Background: an optimization exercise with open tools, aiming at small area. Do not read the settings as production practice. The RTL was checked by simulation tests, not by an equivalence proof against the original design. Power is estimated from default activity; no workload was simulated.

File: flow/config.mk
export PLATFORM = sky130hd
export DESIGN_NAME = top
export DESIGN_NICKNAME = top
export VERILOG_FILES = /design/flow/design.v
export SDC_FILE = /design/flow/constraint.sdc
export NUM_CORES = 4
export LEC_CHECK = 0
export CAP_MARGIN = 20
export CORE_MARGIN = 2
export CORE_UTILIZATION = 40
export SLEW_MARGIN = 20
File: flow/constraint.sdc
create_clock -name core_clock -period 10.0 [get_ports {clk_12mhz_i}]
set_input_delay 2.0000 -clock core_clock [delete_from_list [all_inputs] [get_ports {clk_12mhz_i}]]
set_output_delay 2.0000 -clock core_clock [all_outputs]
set_load 0.01 [all_outputs]
File: flow/design.v
module dff
  #(parameter [0:0] reset_val_p = 1'b0)
  (input [0:0] clk_i
  ,input [0:0] reset_i  
  ,input [0:0] d_i
  ,input [0:0] en_i
  ,output [0:0] q_o);
   logic [0:0] q_r;
   always_ff @(posedge clk_i) begin
      if(reset_i) begin  
	q_r <= reset_val_p;
      end else if (en_i) begin
	q_r <= d_i;
      end
   end
   assign q_o = q_r;
endmodule
module inv
  (input [0:0] a_i
  ,output [0:0] b_o);
   assign b_o = ~a_i;
endmodule
module mux2
  (input [0:0] a_i
  ,input [0:0] b_i
  ,input [0:0] select_i
  ,output [0:0] c_o);
  logic [0:0] c_l;
  always_comb begin
    c_l = a_i;
    if (select_i) begin
    c_l = b_i;
    end
  end
  assign c_o = c_l;
endmodule
module hex2ssd
  (input [3:0] hex_i
  ,output [6:0] ssd_o
  );
logic [6:0] ssd_l;
always_comb begin
  case (hex_i)
  4'h0 : ssd_l = 7'b1000000;  
  4'h1 : ssd_l = 7'b1111001;  
  4'h2 : ssd_l = 7'b0100100;  
  4'h3 : ssd_l = 7'b0110000;  
  4'h4 : ssd_l = 7'b0011001;  
  4'h5 : ssd_l = 7'b0010010;  
  4'h6 : ssd_l = 7'b0000010;  
  4'h7 : ssd_l = 7'b1111000;  
  4'h8 : ssd_l = 7'b0000000;  
  4'h9 : ssd_l = 7'b0011000;  
  4'hA : ssd_l = 7'b0001000;  
  4'hB : ssd_l = 7'b0000011;  
  4'hC : ssd_l = 7'b1000110;  
  4'hD : ssd_l = 7'b0100001;  
  4'hE : ssd_l = 7'b0000110;  
  4'hF : ssd_l = 7'b0001110;  
  default: ssd_l = 7'b1111111; 
  endcase
end
assign ssd_o = ssd_l;
endmodule
module counter
  #(parameter width_p = 4,
    /*verilator lint_off WIDTHTRUNC*/
    parameter [width_p-1:0] reset_val_p = '0)
    /*verilator lint_on WIDTHTRUNC*/
   (input [0:0] clk_i
   ,input [0:0] reset_i
   ,input [0:0] up_i
   ,input [0:0] down_i
   ,output [width_p-1:0] count_o);
   logic [width_p-1:0] count_l;
  always_ff @(posedge clk_i) begin
    if (reset_i)
      count_l <= reset_val_p;
    else if (up_i && !down_i)
      count_l <= count_l + 1'b1;
    else if (!up_i && down_i)
      count_l <= count_l - 1'b1;
    else
      count_l <= count_l;
  end
  assign count_o = count_l;
endmodule
module counter_sat
  #(parameter width_p = 4,
    /*verilator lint_off WIDTHTRUNC*/
    parameter [width_p-1:0] reset_val_p = '0,
    parameter [width_p-1:0] sat_val_p = '0
    )
    /*verilator lint_on WIDTHTRUNC*/
   (input [0:0] clk_i
   ,input [0:0] reset_i
   ,input [0:0] up_i
   ,input [0:0] down_i
   ,output [width_p-1:0] count_o);
  logic [width_p-1:0] count_l;
  always_ff @(posedge clk_i) begin
    if (reset_i)
      count_l <= reset_val_p;
    else if ((up_i && !down_i) && (count_l != sat_val_p))
      count_l <= count_l + 1'b1;
    else if ((!up_i && down_i) && (count_l != {width_p{1'b0}}))
      count_l <= count_l - 1'b1;
    else
      count_l <= count_l;
  end
  assign count_o = count_l;
endmodule
module debounce
  #(parameter min_delay_p = 4
    )
   (input [0:0] clk_i
   ,input [0:0] reset_i
   ,input [0:0] button_i
   ,output [0:0] button_o);
  wire [$clog2(min_delay_p):0] count_l;
  counter_sat
    #(.width_p($clog2(min_delay_p)+1),
      .reset_val_p(0),
      .sat_val_p(min_delay_p)
    )
  counter_sat_inst (
    .clk_i(clk_i),
    .reset_i(reset_i),
    .up_i(button_i),
    .down_i(~button_i),
    .count_o(count_l)
  );
  assign button_o = (count_l == (($clog2(min_delay_p)+1)'(min_delay_p)));
endmodule
module detect_edge
   (input [0:0] clk_i
   ,input [0:0] reset_i
   ,input [0:0] button_i
   ,output [0:0] button_o
   ,output [0:0] unbutton_o
   );
   logic [0:0] button_l;
   logic [0:0] unbutton_l;
   logic [0:0] prevbutton_l;
   always_ff @(posedge clk_i) begin
      if (reset_i) begin
         prevbutton_l <= 1'b0;
         button_l <= 1'b0;
         unbutton_l <= 1'b0;
      end
      else begin
         button_l <= (button_i && !prevbutton_l);
         unbutton_l <= (!button_i && prevbutton_l);
         prevbutton_l <= button_i;
      end
   end
   assign button_o = button_l;
   assign unbutton_o = unbutton_l;
endmodule
module top
  (input [0:0] clk_12mhz_i
  ,input [0:0] reset_n_async_unsafe_i
  ,input [3:1] button_async_unsafe_i
  ,output [7:0] ssd_o
  ,output [5:1] led_o);
   logic [0:0] reset_n_sync_r;
   logic [0:0] reset_r;
   always_ff @(posedge clk_12mhz_i) begin
      reset_n_sync_r <= reset_n_async_unsafe_i;
      reset_r <= ~reset_n_sync_r;
   end
   logic [12:0] tlo_r;
   logic [0:0]  t13_r;
   logic [7:0]  thi_r;    
   wire [0:0] tlo_zero_w = ~|tlo_r[11:0];
   wire [0:0] tlo_fb_w = tlo_r[12] ^ tlo_r[3] ^ tlo_r[2] ^ tlo_r[0] ^ tlo_zero_w;
   wire [0:0] tlo_wrap_w = tlo_r[12] & tlo_zero_w;
   always_ff @(posedge clk_12mhz_i) begin
      if (reset_r) begin
         tlo_r <= '0;
         t13_r <= 1'b0;
         thi_r <= '0;
      end else begin
         tlo_r <= {tlo_r[11:0], tlo_fb_w};
         t13_r <= t13_r ^ tlo_wrap_w;
         thi_r <= thi_r + {7'b0, tlo_wrap_w & t13_r};
      end
   end
   wire [2:0] b1_w;    
   wire [0:0] b2_w;    
   btn1_fsm btn1 (.clk_i(clk_12mhz_i), .reset_i(reset_r), .b_i(button_async_unsafe_i[1]), .o_o(b1_w));
   btn2_fsm btn2 (.clk_i(clk_12mhz_i), .reset_i(reset_r), .b_i(button_async_unsafe_i[2]), .o_o(b2_w));
   wire [0:0] rise1_w = b1_w[0];
   wire [0:0] rise2_w = b2_w[0];
   logic [7:0] count_r;
   always_ff @(posedge clk_12mhz_i) begin
      if (reset_r)
        count_r <= '0;
      else if (rise1_w && !rise2_w)
        count_r <= count_r + 8'd1;
      else if (rise2_w && !rise1_w)
        count_r <= count_r - 8'd1;
   end
   wire [3:0] digit_w = t13_r ? count_r[3:0] : count_r[7:4];
   logic [6:0] seg_l;
   always_comb begin
      case (digit_w)
        4'h0 : seg_l = 7'b1000000;
        4'h1 : seg_l = 7'b1111001;
        4'h2 : seg_l = 7'b0100100;
        4'h3 : seg_l = 7'b0110000;
        4'h4 : seg_l = 7'b0011001;
        4'h5 : seg_l = 7'b0010010;
        4'h6 : seg_l = 7'b0000010;
        4'h7 : seg_l = 7'b1111000;
        4'h8 : seg_l = 7'b0000000;
        4'h9 : seg_l = 7'b0011000;
        4'hA : seg_l = 7'b0001000;
        4'hB : seg_l = 7'b0000011;
        4'hC : seg_l = 7'b1000110;
        4'hD : seg_l = 7'b0100001;
        4'hE : seg_l = 7'b0000110;
        default : seg_l = 7'b0001110;
      endcase
   end
   assign ssd_o = {t13_r, seg_l};
   assign led_o = {thi_r[7], b1_w[2], t13_r, b1_w[1], reset_r};
endmodule
module btn1_fsm(input clk_i, input reset_i, input b_i, output [2:0] o_o);
  logic [3:0] st_r, st_n; logic [2:0] o_l;
  always_comb begin
    case (st_r)
      4'd0: begin st_n = b_i ? 4'd1 : 4'd0; o_l = 3'b000; end
      4'd1: begin st_n = b_i ? 4'd2 : 4'd0; o_l = 3'b000; end
      4'd2: begin st_n = b_i ? 4'd4 : 4'd1; o_l = 3'b000; end
      4'd3: begin st_n = b_i ? 4'd4 : 4'd1; o_l = 3'b010; end
      4'd4: begin st_n = b_i ? 4'd7 : 4'd2; o_l = 3'b000; end
      4'd5: begin st_n = b_i ? 4'd8 : 4'd3; o_l = 3'b000; end
      4'd6: begin st_n = b_i ? 4'd8 : 4'd3; o_l = 3'b001; end
      4'd7: begin st_n = b_i ? 4'd10 : 4'd6; o_l = 3'b100; end
      4'd8: begin st_n = b_i ? 4'd10 : 4'd6; o_l = 3'b110; end
      4'd9: begin st_n = b_i ? 4'd9 : 4'd5; o_l = 3'b100; end
      4'd10: begin st_n = b_i ? 4'd9 : 4'd5; o_l = 3'b101; end
      default: begin st_n = '0; o_l = '0; end
    endcase
  end
  always_ff @(posedge clk_i) st_r <= reset_i ? '0 : st_n;
  assign o_o = o_l;
endmodule
module btn2_fsm(input clk_i, input reset_i, input b_i, output [0:0] o_o);
  logic [2:0] st_r, st_n; logic [0:0] o_l;
  always_comb begin
    case (st_r)
      3'd0: begin st_n = b_i ? 3'd1 : 3'd0; o_l = 1'b0; end
      3'd1: begin st_n = b_i ? 3'd2 : 3'd0; o_l = 1'b0; end
      3'd2: begin st_n = b_i ? 3'd3 : 3'd1; o_l = 1'b0; end
      3'd3: begin st_n = b_i ? 3'd5 : 3'd2; o_l = 1'b0; end
      3'd4: begin st_n = b_i ? 3'd5 : 3'd2; o_l = 1'b1; end
      3'd5: begin st_n = b_i ? 3'd7 : 3'd4; o_l = 1'b0; end
      3'd6: begin st_n = b_i ? 3'd6 : 3'd3; o_l = 1'b0; end
      3'd7: begin st_n = b_i ? 3'd6 : 3'd3; o_l = 1'b1; end
      default: begin st_n = '0; o_l = '0; end
    endcase
  end
  always_ff @(posedge clk_i) st_r <= reset_i ? '0 : st_n;
  assign o_o = o_l;
endmodule
File: flow/run.sh
#!/bin/bash
# synth_recipe.tcl (not shown) runs the flow's synth.tcl, then flattens the netlist and writes it again
# the make line also repeats each setting of config.mk as NAME=value (left out here)
make -C /OpenROAD-flow-scripts/flow DESIGN_CONFIG=/design/flow/config.mk WORK_HOME=/design/flow/orfs CLKGATE_MAP_FILE= SYNTH_SCRIPT=/design/flow/synth_recipe.tcl finish
==> results of run 1 <==
## layout make-up
| type | instances | area, um2 | share of cell area (%) |
|---|---|---|---|
| Sequential cell | 39 | 781 | 31.9 |
| Multi-Input combinational cell | 187 | 1270 | 51.9 |
| Inverter | 8 | 30.0 | 1.23 |
| Tap cell | 70 | 87.6 | 3.58 |
| Clock buffer | 5 | 68.8 | 2.81 |
| Clock inverter | 3 | 43.8 | 1.79 |
| Timing Repair Buffer | 17 | 168 | 6.85 |
## per-stage QoR
stage	std cells	setup WS [ns]	utilization, %	power [mW]	cell area (um2)
6_report	329	5.20	47.0	0.333	2450
5_1_grt	329	5.03	47.0	0.351	2450
4_1_cts	329	5.19	47.0	0.339	2450
3_5_place_dp	321	5.53	44.9	0.208	2340
3_3_place_gp	321	5.56	44.9	0.209	2340
2_1_floorplan	251	6.26	-	0.200	2180
## metal layers
metal | wire [um] | part of all wire (%) | vias up
met3 | 100 | 2.6 | 6
met5 | 0 | 0 | -
li1 | - | - | 883
met1 | 1930 | 51 | 805
met2 | 1700 | 45 | 15
met4 | 45 | 1.2 | 0
## registers in the layout (all words and copies together) (netlist names)
register and flops:
tlo_r 13, count_r 8, thi_r 8, btn1.st_r 4
btn2.st_r 3, reset_n_sync_r 1, reset_r 1, t13_r 1
## kinds of logic after synthesis
family          count (synthesis)  synth area share (%)
flops                          39                  35.7
mux                            10                  5.10
buf+inv                        25                  6.13
fa+ha+maj                      16                  9.51
compound gates                 50                  15.2
xor+xnor                       16                  6.41
simple gates                   95                  21.9
## final timing paths
path | start | end | slack [ns] | depth (start not counted)
worst max-delay path | t13_r$_SDFF_PP0_ | ssd_o[3] | 5.20 | 5
worst min-delay path | reset_n_sync_r$_DFF_P_ | reset_r$_DFF_P_ | 0.36 | 1
worst max register to register | btn1.st_r[2]$_SDFF_PP0_ | count_r[7]$_SDFFE_PP0P_ | 7.23 | 10
worst min register to register | reset_n_sync_r$_DFF_P_ | reset_r$_DFF_P_ | 0.36 | 1
## cells in the mapped netlist, types with 4 or more instances
master / instances
nor2_1: 28
inv_1: 8
buf_4: 6
nor3_1: 4
xor2_1: 6
nor2b_1: 17
nand3_1: 10
nand2_1: 17
clkbuf_1: 7
ha_1: 15
mux2i_1: 6
a21oi_1: 9
dfxtp_1: 39
o21ai_0: 15
xnor2_1: 10
## report_power, final
| group | internal, mW | total (mW) | leakage (nW) | switching, mW |
|---|---|---|---|---|
| sequential | 0.161 | 0.167 | 0.316 | 0.00550 |
| combinational | 0.0195 | 0.0377 | 0.612 | 0.0182 |
| clock | 0.0742 | 0.129 | 0.0581 | 0.0549 |
| total | 0.255 | 0.333 | 0.986 | 0.0786 |
==> impl_table.tex, run 1 <==
\begin{tabular}{lr}
\hline
Metric & Value \\
\hline
\multicolumn{2}{l}{\textbf{Run status}} \\
Status & no timing/DRC/antenna violations \\
\multicolumn{2}{l}{\textbf{Synth}} \\
Most common flop cell mapped by yosys & dfxtp\_1 \\
Post-synthesis cell count & 251 \\
Synth warnings & 3 \\
Post-synthesis sequential area ratio & 35.7\% \\
Mapped Nets & around 270 \\
Synth top area cells & dfxtp\_1, ha\_1, nor2b\_1, nor2\_1, xnor2\_1 \\
Number of synthesized register bits & 39 \\
Syn Std Cell Area & between 2000 and 2500 um2 \\
Number of synthesized flops with an enable pin & 0 \\
Post-synth ARST share & 0\% \\
Post-Synthesis Mean Instance Area & 8.70 um2 \\
Number of distinct library cells after synthesis & 51 \\
Top-area cell type share of the netlist area & 35.7\% \\
Largest area contributor in the netlist & dfxtp\_1 \\
\multicolumn{2}{l}{\textbf{Drt}} \\
Antenna-violating nets left & 0 \\
Drt via density & 5.19 \\
Drt initial violations & 81 \\
Drt pass-1 iters & 4 \\
Wirelength, routed & 3.78 mm \\
Total via count after detailed routing & 1709 \\
Final routed DRC violation total & 0 \\
Wire length per cell after detailed routing & $\sim$11 um \\
\multicolumn{2}{l}{\textbf{Clock tree}} \\
TritonCTS clock tree & done \\
Clock slew at the register clock pins of the worst setup and hold paths & 0.08 ns \\
Number of buffers added for setup after CTS & 0 \\
Number of clock sinks seen by CTS & 39 \\
Root buffer cell & clkbuf\_8 \\
Maximum clock insertion buffer count & 2 \\
Worst-skew pair later-pin latency & 0.29 ns \\
Count of H-tree levels built during CTS & 2 \\
Total clock buffers created by CTS & 5 \\
Number of gates given a new drive strength after cts & 0 \\
Hold-fix buffers at CTS & 0 \\
\multicolumn{2}{l}{\textbf{Floorplan}} \\
DIE WIDTH & 77.9 um \\
Die area & around 6100 um2 \\
Total I/O pin count & 18 \\
Vertical die dimension & 77.9 um \\
Placeable Area & 5200 um2 \\
Starting density of the core & 42.0\% \\
Number of rows in the core area & 26 \\
\multicolumn{2}{l}{\textbf{Placed design}} \\
Detailed placer's ending HPWL & 2.62 mm \\
Final Wtd Congestion & 0.727 \\
I/O Buffers & 16 \\
\multicolumn{2}{l}{\textbf{Timing}} \\
Unrepaired setup endpoints after global routing & no \\
Number of pins with negative max-slew slack in the final report & 0 \\
Headroom to the max-slew limit & 42.2\% \\
Slew at the pin closest to its max-slew limit & 0.843 ns \\
Part of the cycle the worst path needs & 48.0\% \\
Setup TNS & 0 ns \\
Minimum period implied by the final worst setup slack & $\sim$4.8 ns \\
Number of hold-slack violations in the final timing report & 0 \\
Total setup violations reported at the end of the flow & 0 \\
Fmax & $\sim$210 MHz \\
Worst clock skew & 0.00622 ns \\
Worst Hold Margin & 0.361 ns \\
\multicolumn{2}{l}{\textbf{Global route}} \\
Most crowded layer after global routing & met2 \\
Met1 Usage GRT & between 10\% and 20\% \\
Pin count of the biggest net entering global routing & 40 \\
Met2 Resource Use GR & a little under a quarter \\
Antenna violations before repair & 0 \\
Number of global-route vias before repair & 1608 \\
First-pass GRT wire length & 6.84 mm \\
Global route overflow & 0 \\
Fraction of met3 tracks used by global routing & 3.84\% \\
Total routing resource utilization after global routing & 13.7\% \\
\multicolumn{2}{l}{\textbf{Final layout}} \\
\# diodes & 0 \\
Fraction of final layout cells with drive strength greater than 1 & 6.18\% \\
Area delta synth->final & 12.1\% \\
Most common cell after layout, fill and taps aside & dfxtp\_1 \\
Most frequent cells in the layout & dfxtp\_1, nor2\_1, nand2\_1, nor2b\_1, clkdlybuf4s50\_1 \\
Net count of the finished layout & around 280 \\
Number of filler instances in the final layout & about 530 \\
\multicolumn{2}{l}{\textbf{Critical path}} \\
Delay-heaviest family, CP & multiplexers \\
Largest driver fanout on the critical path & 8 \\
Most used cell, CP & mux2i\_1 \\
WP buf/inv & 1 \\
Cell with the largest stage delay on the worst path & dfxtp\_1 \\
Category of the worst setup path capture point & output pin \\
Data required time at the worst endpoint & 8.00 ns \\
CP Class & reg -> out \\
Startpoint Class & flip-flop \\
Endpoint arrival time on the critical path & 2.80 ns \\
Ordered cell list for the critical path & mux2i\_1 > ha\_1 > mux2i\_1 > a221o\_1 > clkdlybuf4s50\_1 \\
Delay contributed by the slowest stage of the critical path & 0.60 ns \\
\multicolumn{2}{l}{\textbf{Power and ir drop}} \\
Static power due to leakage & between 0.9 and 1 nW \\
Largest vdd supply drop & 0.000122 V \\
Cell area power density & 136 nW/um2 \\
\multicolumn{2}{l}{\textbf{Run}} \\
Number of maximum-capacitance constraint violations & 0 \\
\multicolumn{2}{l}{\textbf{Min path}} \\
Class of the tightest hold or removal check & reg -> reg \\
\hline
\end{tabular}
==> inputs of run 2 (changes only) <==
--- a/flow/design.v
+++ b/flow/design.v
@@ -171,20 +171,24 @@
    end
    logic [12:0] tlo_r;
-   logic [0:0]  t13_r;
-   logic [7:0]  thi_r;    
+   logic [8:0]  thi_r;    
    wire [0:0] tlo_zero_w = ~|tlo_r[11:0];
    wire [0:0] tlo_fb_w = tlo_r[12] ^ tlo_r[3] ^ tlo_r[2] ^ tlo_r[0] ^ tlo_zero_w;
-   wire [0:0] tlo_wrap_w = tlo_r[12] & tlo_zero_w;
+   logic [9:0] thi_carry_l;
+   always_comb begin
+      thi_carry_l[0] = tlo_r[12] & tlo_zero_w;
+      for (int j = 0; j < 9; j++)
+        thi_carry_l[j+1] = thi_carry_l[j] & thi_r[j];
+   end
    always_ff @(posedge clk_12mhz_i) begin
       if (reset_r) begin
          tlo_r <= '0;
-         t13_r <= 1'b0;
          thi_r <= '0;
       end else begin
          tlo_r <= {tlo_r[11:0], tlo_fb_w};
-         t13_r <= t13_r ^ tlo_wrap_w;
-         thi_r <= thi_r + {7'b0, tlo_wrap_w & t13_r};
-      end
-   end
+         thi_r <= thi_r ^ thi_carry_l[8:0];
+      end
+   end
+   wire [0:0] t13_w = thi_r[0];
+   wire [0:0] t21_w = thi_r[8];
    wire [2:0] b1_w;    
    wire [0:0] b2_w;    
@@ -194,13 +198,17 @@
    wire [0:0] rise2_w = b2_w[0];
    logic [7:0] count_r;
+   logic [8:0] count_carry_l;
+   always_comb begin
+      count_carry_l[0] = rise1_w ^ rise2_w;
+      for (int j = 0; j < 8; j++)
+        count_carry_l[j+1] = count_carry_l[j] & (count_r[j] ^ rise2_w);
+   end
    always_ff @(posedge clk_12mhz_i) begin
       if (reset_r)
         count_r <= '0;
-      else if (rise1_w && !rise2_w)
-        count_r <= count_r + 8'd1;
-      else if (rise2_w && !rise1_w)
-        count_r <= count_r - 8'd1;
-   end
-   wire [3:0] digit_w = t13_r ? count_r[3:0] : count_r[7:4];
+      else
+        count_r <= count_r ^ count_carry_l[7:0];
+   end
+   wire [3:0] digit_w = t13_w ? count_r[3:0] : count_r[7:4];
    logic [6:0] seg_l;
    always_comb begin
@@ -224,6 +232,6 @@
       endcase
    end
-   assign ssd_o = {t13_r, seg_l};
-   assign led_o = {thi_r[7], b1_w[2], t13_r, b1_w[1], reset_r};
+   assign ssd_o = {t13_w, seg_l};
+   assign led_o = {t21_w, b1_w[2], t13_w, b1_w[1], reset_r};
 endmodule
 module btn1_fsm(input clk_i, input reset_i, input b_i, output [2:0] o_o);
@@ -231,16 +239,20 @@
   always_comb begin
     case (st_r)
-      4'd0: begin st_n = b_i ? 4'd1 : 4'd0; o_l = 3'b000; end
-      4'd1: begin st_n = b_i ? 4'd2 : 4'd0; o_l = 3'b000; end
-      4'd2: begin st_n = b_i ? 4'd4 : 4'd1; o_l = 3'b000; end
-      4'd3: begin st_n = b_i ? 4'd4 : 4'd1; o_l = 3'b010; end
-      4'd4: begin st_n = b_i ? 4'd7 : 4'd2; o_l = 3'b000; end
-      4'd5: begin st_n = b_i ? 4'd8 : 4'd3; o_l = 3'b000; end
-      4'd6: begin st_n = b_i ? 4'd8 : 4'd3; o_l = 3'b001; end
-      4'd7: begin st_n = b_i ? 4'd10 : 4'd6; o_l = 3'b100; end
-      4'd8: begin st_n = b_i ? 4'd10 : 4'd6; o_l = 3'b110; end
-      4'd9: begin st_n = b_i ? 4'd9 : 4'd5; o_l = 3'b100; end
-      4'd10: begin st_n = b_i ? 4'd9 : 4'd5; o_l = 3'b101; end
-      default: begin st_n = '0; o_l = '0; end
+      4'd0: begin st_n = b_i ? 4'd4 : 4'd0; o_l = 3'b000; end
+      4'd1: begin st_n = b_i ? 4'd11 : 4'd10; o_l = 3'b000; end
+      4'd2: begin st_n = b_i ? 4'd4 : 4'd0; o_l = 3'b010; end  
+      4'd3: begin st_n = b_i ? 4'd4 : 4'd0; o_l = 3'b010; end  
+      4'd4: begin st_n = b_i ? 4'd8 : 4'd0; o_l = 3'b000; end
+      4'd5: begin st_n = b_i ? 4'd11 : 4'd10; o_l = 3'b001; end
+      4'd6: begin st_n = b_i ? 4'd4 : 4'd0; o_l = 3'b010; end  
+      4'd7: begin st_n = b_i ? 4'd4 : 4'd0; o_l = 3'b010; end  
+      4'd8: begin st_n = b_i ? 4'd12 : 4'd4; o_l = 3'b000; end
+      4'd9: begin st_n = b_i ? 4'd9 : 4'd1; o_l = 3'b100; end
+      4'd10: begin st_n = b_i ? 4'd12 : 4'd4; o_l = 3'b010; end
+      4'd11: begin st_n = b_i ? 4'd13 : 4'd5; o_l = 3'b110; end
+      4'd12: begin st_n = b_i ? 4'd15 : 4'd8; o_l = 3'b000; end
+      4'd13: begin st_n = b_i ? 4'd9 : 4'd1; o_l = 3'b101; end
+      4'd14: begin st_n = b_i ? 4'd4 : 4'd0; o_l = 3'b010; end  
+      default: begin st_n = b_i ? 4'd13 : 4'd5; o_l = 3'b100; end
     endcase
   end
@@ -253,12 +265,11 @@
     case (st_r)
       3'd0: begin st_n = b_i ? 3'd1 : 3'd0; o_l = 1'b0; end
-      3'd1: begin st_n = b_i ? 3'd2 : 3'd0; o_l = 1'b0; end
-      3'd2: begin st_n = b_i ? 3'd3 : 3'd1; o_l = 1'b0; end
-      3'd3: begin st_n = b_i ? 3'd5 : 3'd2; o_l = 1'b0; end
-      3'd4: begin st_n = b_i ? 3'd5 : 3'd2; o_l = 1'b1; end
-      3'd5: begin st_n = b_i ? 3'd7 : 3'd4; o_l = 1'b0; end
-      3'd6: begin st_n = b_i ? 3'd6 : 3'd3; o_l = 1'b0; end
-      3'd7: begin st_n = b_i ? 3'd6 : 3'd3; o_l = 1'b1; end
-      default: begin st_n = '0; o_l = '0; end
+      3'd1: begin st_n = b_i ? 3'd3 : 3'd0; o_l = 1'b0; end
+      3'd2: begin st_n = b_i ? 3'd5 : 3'd4; o_l = 1'b0; end
+      3'd3: begin st_n = b_i ? 3'd7 : 3'd1; o_l = 1'b0; end
+      3'd4: begin st_n = b_i ? 3'd2 : 3'd3; o_l = 1'b1; end
+      3'd5: begin st_n = b_i ? 3'd6 : 3'd7; o_l = 1'b1; end
+      3'd6: begin st_n = b_i ? 3'd6 : 3'd7; o_l = 1'b0; end
+      default: begin st_n = b_i ? 3'd2 : 3'd3; o_l = 1'b0; end
     endcase
   end
==> run 2 against run 1 <==
Compared with the run above:
- combinational power decreased by 28%
- synthesized cell count decreased by 20%
- non-clock buffer count unchanged
- worst setup slack improved by 0.11 ns
- die area decreased by 13%
- highest routed layer unchanged
==> impl_table.tex, run 2 <==
\begin{tabular}{lr}
\hline
Metric & Value \\
\hline
\multicolumn{2}{l}{\textbf{Global route}} \\
Pin count of the biggest net entering global routing & 38 \\
Antenna violations before repair & 0 \\
Global route overflow & 0 \\
Number of global-route vias before repair & roughly 1200 \\
Total routing resource utilization after global routing & 13.2\% \\
First-pass GRT wire length & 5.42 mm \\
\multicolumn{2}{l}{\textbf{Clock tree}} \\
Number of clock sinks seen by CTS & 39 \\
Number of buffers added for setup after CTS & 0 \\
Root buffer cell & clkbuf\_8 \\
Hold-fix buffers at CTS & 0 \\
TritonCTS clock tree & done \\
Number of gates given a new drive strength after cts & 0 \\
Total clock buffers created by CTS & 5 \\
Count of H-tree levels built during CTS & 2 \\
Maximum clock insertion buffer count & 2 \\
Clock slew at the register clock pins of the worst setup and hold paths & 0.08 ns \\
Worst-skew pair later-pin latency & 0.29 ns \\
\multicolumn{2}{l}{\textbf{Final layout}} \\
Most frequent cells in the layout & dfxtp\_1, nor2b\_1, nor2\_1 \\
Fin util & 48.3\% \\
Biggest registers after layout & tlo\_r x13, thi\_r x9, count\_r x8 \\
Net count of the finished layout & 234 \\
\# diodes & 0 \\
Largest register by flop count & tlo\_r \\
Layout Cell Area excl Fill & approximately 2100 um2 \\
Area delta synth->final & 13.9\% \\
Max reg flops & 13 \\
Fraction of final layout cells with drive strength greater than 1 & about 6.5\% \\
Most common cell after layout, fill and taps aside & dfxtp\_1 \\
\multicolumn{2}{l}{\textbf{Power and ir drop}} \\
Share of total power consumed by net switching & about a quarter \\
Cell Int Power & approximately 220 uW \\
Largest vdd supply drop & 0.0000832 V \\
Static power due to leakage & roughly 0.83 nW \\
Combinational Power Share & 9.1\% \\
Fraction of power consumed by sequential logic & 55.8\% \\
Clock group share of total power & 35.1\% \\
Reported net switching power & 73.6 uW \\
Cell area power density & 138 nW/um2 \\
\multicolumn{2}{l}{\textbf{Drt}} \\
Detail Route met3 WL & 107 um \\
Routed length on met1 & 1.59 mm \\
Wire length on met2 & 1.28 mm \\
Top Metal Used & met4 \\
Drt pass-1 iters & 4 \\
Antenna-violating nets left & 0 \\
Total via count after detailed routing & between 1000 and 1500 \\
Drt initial violations & 51 \\
Drt via density & 5.04 \\
Final routed DRC violation total & 0 \\
Wire length per cell after detailed routing & between 10 and 15 um \\
Wirelength, routed & 3.03 mm \\
\multicolumn{2}{l}{\textbf{Timing}} \\
Minimum period implied by the final worst setup slack & 4.69 ns \\
Slew at the pin closest to its max-slew limit & 0.595 ns \\
Number of pins with negative max-slew slack in the final report & 0 \\
Setup TNS & 0 ns \\
Worst clock skew & around 0.0051 ns \\
Unrepaired setup endpoints after global routing & no \\
Fmax & around 210 MHz \\
Headroom to the max-slew limit & 59.2\% \\
Total setup violations reported at the end of the flow & 0 \\
Number of hold-slack violations in the final timing report & 0 \\
Fin worst setup slack & $\sim$5.3 ns \\
Part of the cycle the worst path needs & 46.9\% \\
\multicolumn{2}{l}{\textbf{Run}} \\
Number of maximum-capacitance constraint violations & 0 \\
\multicolumn{2}{l}{\textbf{Critical path}} \\
Ordered cell list for the critical path & mux2i\_1 > inv\_1 > ha\_1 > o31ai\_1 > clkdlybuf4s50\_1 \\
Largest driver fanout on the critical path & 9 \\
Endpoint arrival time on the critical path & 2.69 ns \\
Startpoint Class & flip-flop \\
Cell with the largest stage delay on the worst path & dfxtp\_1 \\
Delay contributed by the slowest stage of the critical path & 0.57 ns \\
CP Class & reg -> out \\
Data required time at the worst endpoint & about 8.0 ns \\
Category of the worst setup path capture point & output pin \\
\multicolumn{2}{l}{\textbf{Placed design}} \\
Minimum setup slack after placement & between 5 and 6 ns \\
Detailed placer's ending HPWL & 2.08 mm \\
Final Wtd Congestion & just over 0.8 \\
I/O Buffers & 16 \\
Cell Area, Placed & 2060 um2 \\
\multicolumn{2}{l}{\textbf{Synth}} \\
Number of synthesized flops with an enable pin & 0 \\
Post-synth ARST share & 0\% \\
Most common flop cell mapped by yosys & dfxtp\_1 \\
Post-Synthesis Mean Instance Area & approximately 9.4 um2 \\
Largest area contributor in the netlist & dfxtp\_1 \\
Number of distinct library cells after synthesis & 34 \\
Post-synthesis sequential area ratio & 41.4\% \\
Post-synthesis cell count & roughly 200 \\
Synth top area cells & dfxtp\_1, ha\_1, xnor2\_1, nor2b\_1, nor2\_1 \\
Mapped Nets & 220 \\
Top-area cell type share of the netlist area & $\sim$41\% \\
Synth warnings & 3 \\
Most frequent cell after synthesis & dfxtp\_1 \\
Number of synthesized register bits & 39 \\
Most frequent cells after synthesis & dfxtp\_1, nor2b\_1, nor2\_1 \\
Syn Std Cell Area & $\sim$1900 um2 \\
\multicolumn{2}{l}{\textbf{Run status}} \\
Status & no timing/DRC/antenna violations \\
\multicolumn{2}{l}{\textbf{Min path}} \\
Class of the tightest hold or removal check & reg -> reg \\
\multicolumn{2}{l}{\textbf{Floorplan}} \\
Vertical die dimension & roughly 73 um \\
Starting density of the core & 42.4\% \\
DIE WIDTH & just over 70 um \\
Placeable Area & approximately 4400 um2 \\
Number of rows in the core area & 24 \\
Die area & roughly 5300 um2 \\
Total I/O pin count & 18 \\
\hline
\end{tabular}
[run 2: changes by cell type after synthesis, moves of 3 or more]
| cell | previous run | this run |
|---|---|---|
| and3_1 | 3 | 0 |
| nand2_1 | 17 | 10 |
| nand3_1 | 10 | 6 |
| nand3b_1 | 3 | 0 |
| nor2_1 | 28 | 21 |
| nor2b_1 | 17 | 22 |
| o21ai_0 | 15 | 7 |
| xnor2_1 | 10 | 16 |
| xor2_1 | 6 | 0 |
[run 2: path summary, 6_finish.rpt]
| path | to | slack, ns | startpoint | cells after the start |
|---|---|---|---|---|
| worst max-delay path | ssd_o[2] | 5.31 | thi_r[0]$_SDFF_PP0_ | 5 |
| worst min-delay path | reset_r$_DFF_P_ | 0.37 | reset_n_sync_r$_DFF_P_ | 1 |
| worst min register to register | reset_r$_DFF_P_ | 0.37 | reset_n_sync_r$_DFF_P_ | 1 |
| worst max register to register | thi_r[7]$_SDFF_PP0_ | 7.58 | tlo_r[2]$_SDFF_PP0_ | 12 |
[run 2: final cells by class]
cell class	count	area [um2]
Clock buffer	5	68.8
Clock inverter	3	20.0
Fill cell	440	2300
Inverter	6	22.5
Multi-Input combinational cell	146	1020
Sequential cell	39	781
Tap cell	52	65.1
Timing Repair Buffer	17	168
[run 2: routing by layer]
metal | GRT usage [%] | vias up
met3 | 4.14 | 5
met1 | 17.5 | 613
li1 | - | 715
met2 | 19.7 | 18
met4 | 5.56 | 0
met5 | 0 | -
[run 2: worst max-delay path, delay by kind of cell (launching register included)]
| kind | cells | cell delay, ns |
|---|---|---|
| buf+inv | 2 | 0.73 |
| flops | 1 | 0.57 |
| mux | 1 | 0.55 |
| fa+ha+maj | 1 | 0.30 |
| compound gates | 1 | 0.25 |
[run 2: cell families (layout without fill, tap and decap cells)]
kind of cell | after synthesis | after routing | share of synthesized area (%)
multiplexers | 7 | 7 | 3.85
XOR/XNOR | 16 | 16 | 7.43
AO/OA/AOI/OAI | 33 | 33 | 12.7
buffers and inverters | 16 | 31 | 4.38
adder cells (fa/ha/maj) | 14 | 14 | 9.29
AND/OR/NAND/NOR | 76 | 76 | 21.0
flip-flops | 39 | 39 | 41.4
[run 2: power groups by stage]
stage	logic (mW)	clock network, mW	registers [mW]
2_1_floorplan	0.0228	0	0.168
3_3_place_gp	0.0274	0	0.169
3_5_place_dp	0.0272	0	0.169
4_1_cts	0.0275	0.108	0.166
5_1_grt	0.0305	0.116	0.167
6_report	0.0270	0.104	0.166
[run 2: through the flow]
| step | instances | hold slack, ns | total power, mW |
|---|---|---|---|
| 2_1_floorplan | 201 | 0.338 | 0.191 |
| 3_3_place_gp | 260 | 0.338 | 0.197 |
| 3_5_place_dp | 260 | 0.346 | 0.197 |
| 4_1_cts | 268 | 0.368 | 0.301 |
| 5_1_grt | 268 | 0.397 | 0.313 |
| 6_report | 268 | 0.365 | 0.297 |
==> inputs of run 3 (changes only) <==
==> flow/flow/run.sh (new file) <==
#!/bin/bash
# Own layout flow: the standard layout (standard.sh), with
#  - synthesis by flow/my_synth.tcl: the standard synthesis script with ABC's mapping
#    script replaced by flow/area.abc and no adder extraction (registers unchanged);
#  - small port buffers and a clock tree without dummy loads.
# Each step's full output goes to a log file of its own in this folder.
set -euo pipefail
here=$(pwd)
bash standard.sh SYNTH_SCRIPT="$here/flow/my_synth.tcl" ADDER_MAP_FILE= synth > "$here/synth.log" 2>&1
bash standard.sh \
  BUFFER_PORTS_ARGS="-buffer_cell sky130_fd_sc_hd__buf_1" \
  CTS_ARGS="-sink_clustering_enable -repair_clock_nets -dont_use_dummy_load -buf_list sky130_fd_sc_hd__clkbuf_4 sky130_fd_sc_hd__clkbuf_8" \
  finish > "$here/layout.log" 2>&1
==> flow/flow/area.abc (new file) <==
strash
&get -n
&syn2
&dch -f
&nf -R 1000
&put
strash
&get -n
&syn2
&dch -f
&nf -R 1000
&put
==> flow/flow/my_synth.tcl (new file) <==
# The standard synthesis (synth_recipe.tcl), with ABC's mapping script replaced by an
# area-oriented one. Registers are mapped by dfflibmap before ABC runs, so they are
# the standard synthesis's, with the same names and cells.
proc synth {args} { yosys synth -nofsm -noshare {*}$args }
set ::my_abc_script [file join [file dirname [file normalize [info script]]] area.abc]
proc abc {args} {
  set i [lsearch -exact $args -script]
  if { $i >= 0 } { lset args [expr { $i + 1 }] $::my_abc_script }
  yosys abc {*}$args
}
source $::env(SCRIPTS_DIR)/synth.tcl
# left out here: clear keep_hierarchy, flatten, clean up, hide names made inside functions, write 1_2_yosys.v
==> flow/standard.sh (new file) <==
#!/bin/bash
# synth_recipe.tcl (not shown) runs the flow's synth.tcl, then flattens the netlist and writes it again
# the make line also repeats each setting of config.mk as NAME=value (left out here)
make -C /OpenROAD-flow-scripts/flow DESIGN_CONFIG=/design/flow/config.mk WORK_HOME=/design/flow/orfs CLKGATE_MAP_FILE= SYNTH_SCRIPT=/design/flow/synth_recipe.tcl "${@:-finish}"
removed: flow/run.sh
==> run 3 against run 2 <==
Compared with the run above:
- the run now fails in 4_1_cts
- synthesized cell count decreased by 9.0%
- synthesized area shrank 13%
==> impl_table.tex, run 3 <==
\begin{tabular}{lr}
\hline
Metric & Value \\
\hline
\multicolumn{2}{l}{\textbf{Synth}} \\
Synth top area cells & dfxtp\_1, xnor2\_1, nor2b\_1, a21oi\_1, nor2\_1 \\
Post-synthesis sequential area ratio & between 40\% and 50\% \\
Largest area contributor in the netlist & dfxtp\_1 \\
Number of synthesized flops with an enable pin & 0 \\
Mapped Nets & 188 \\
Number of distinct library cells after synthesis & 29 \\
Synth warnings & 3 \\
Most frequent cells after synthesis & dfxtp\_1, nor2\_1, a21oi\_1 \\
Post-synth ARST share & 0\% \\
Most common flop cell mapped by yosys & dfxtp\_1 \\
Most frequent cell after synthesis & dfxtp\_1 \\
Syn Std Cell Area & 1640 um2 \\
Number of synthesized register bits & 39 \\
Post-Synthesis Mean Instance Area & 8.97 um2 \\
Post-synthesis cell count & 183 \\
Top-area cell type share of the netlist area & 47.6\% \\
\multicolumn{2}{l}{\textbf{Floorplan}} \\
Vertical die dimension & 68.1 um \\
Starting density of the core & 41.3\% \\
DIE WIDTH & 68.1 um \\
Number of rows in the core area & 23 \\
Total I/O pin count & 18 \\
\multicolumn{2}{l}{\textbf{Placed design}} \\
Final Wtd Congestion & between 0.7 and 0.8 \\
I/O Buffers & 16 \\
Cell Area, Placed & around 1700 um2 \\
Detailed placer's ending HPWL & around 2.1 mm \\
\multicolumn{2}{l}{\textbf{Run status}} \\
Status & stopped before the end \\
First Error & [ERROR STA-0564] clock\_tree\_synthesis positional arguments not supported. \\
Stage where the run ended & 4\_1\_cts \\
\hline
\end{tabular}
## run 3: cell types whose count changed after synthesis, sizes merged, moves of 4 or more
cell and change:
nor2b -9, inv -6, xor2 +4, ha -14
and3 +9, clkbuf -5, nand3 -4, nor3 +11
xnor2 -5, a21oi +6, clkinv +4
## run 3: cells by family after synthesis
kind of cell	share of synthesized area, %
mux	3.89
simple gates	26.0
flops	47.6
compound gates	11.8
buf+inv	2.74
xor+xnor	8.00
## run 3: power groups by stage
stage,registers [mW],clock network [mW],logic (mW)
floorplan,0.170,0,0.0223
detailed placement,0.170,0,0.0290
global placement,0.170,0,0.0279
## run 3: how the worst min path moves through the flow
| stage | from | endpoint | slack [ns] | cells after the start |
|---|---|---|---|---|
| after floorplan | reset_n_sync_r$_DFF_P_ | reset_r$_DFF_P_ | 0.34 | 1 |
| after global placement | reset_n_sync_r$_DFF_P_ | reset_r$_DFF_P_ | 0.34 | 1 |
| after detailed placement | reset_n_sync_r$_DFF_P_ | reset_r$_DFF_P_ | 0.35 | 1 |
## run 3: stage by stage
step	power [mW]	instances	setup WS (ns)	utilization, %	hold WS (ns)
2_1_floorplan	0.193	183	6.46	-	0.336
3_3_place_gp	0.198	246	6.32	43.9	0.342
3_5_place_dp	0.199	246	6.16	43.9	0.346
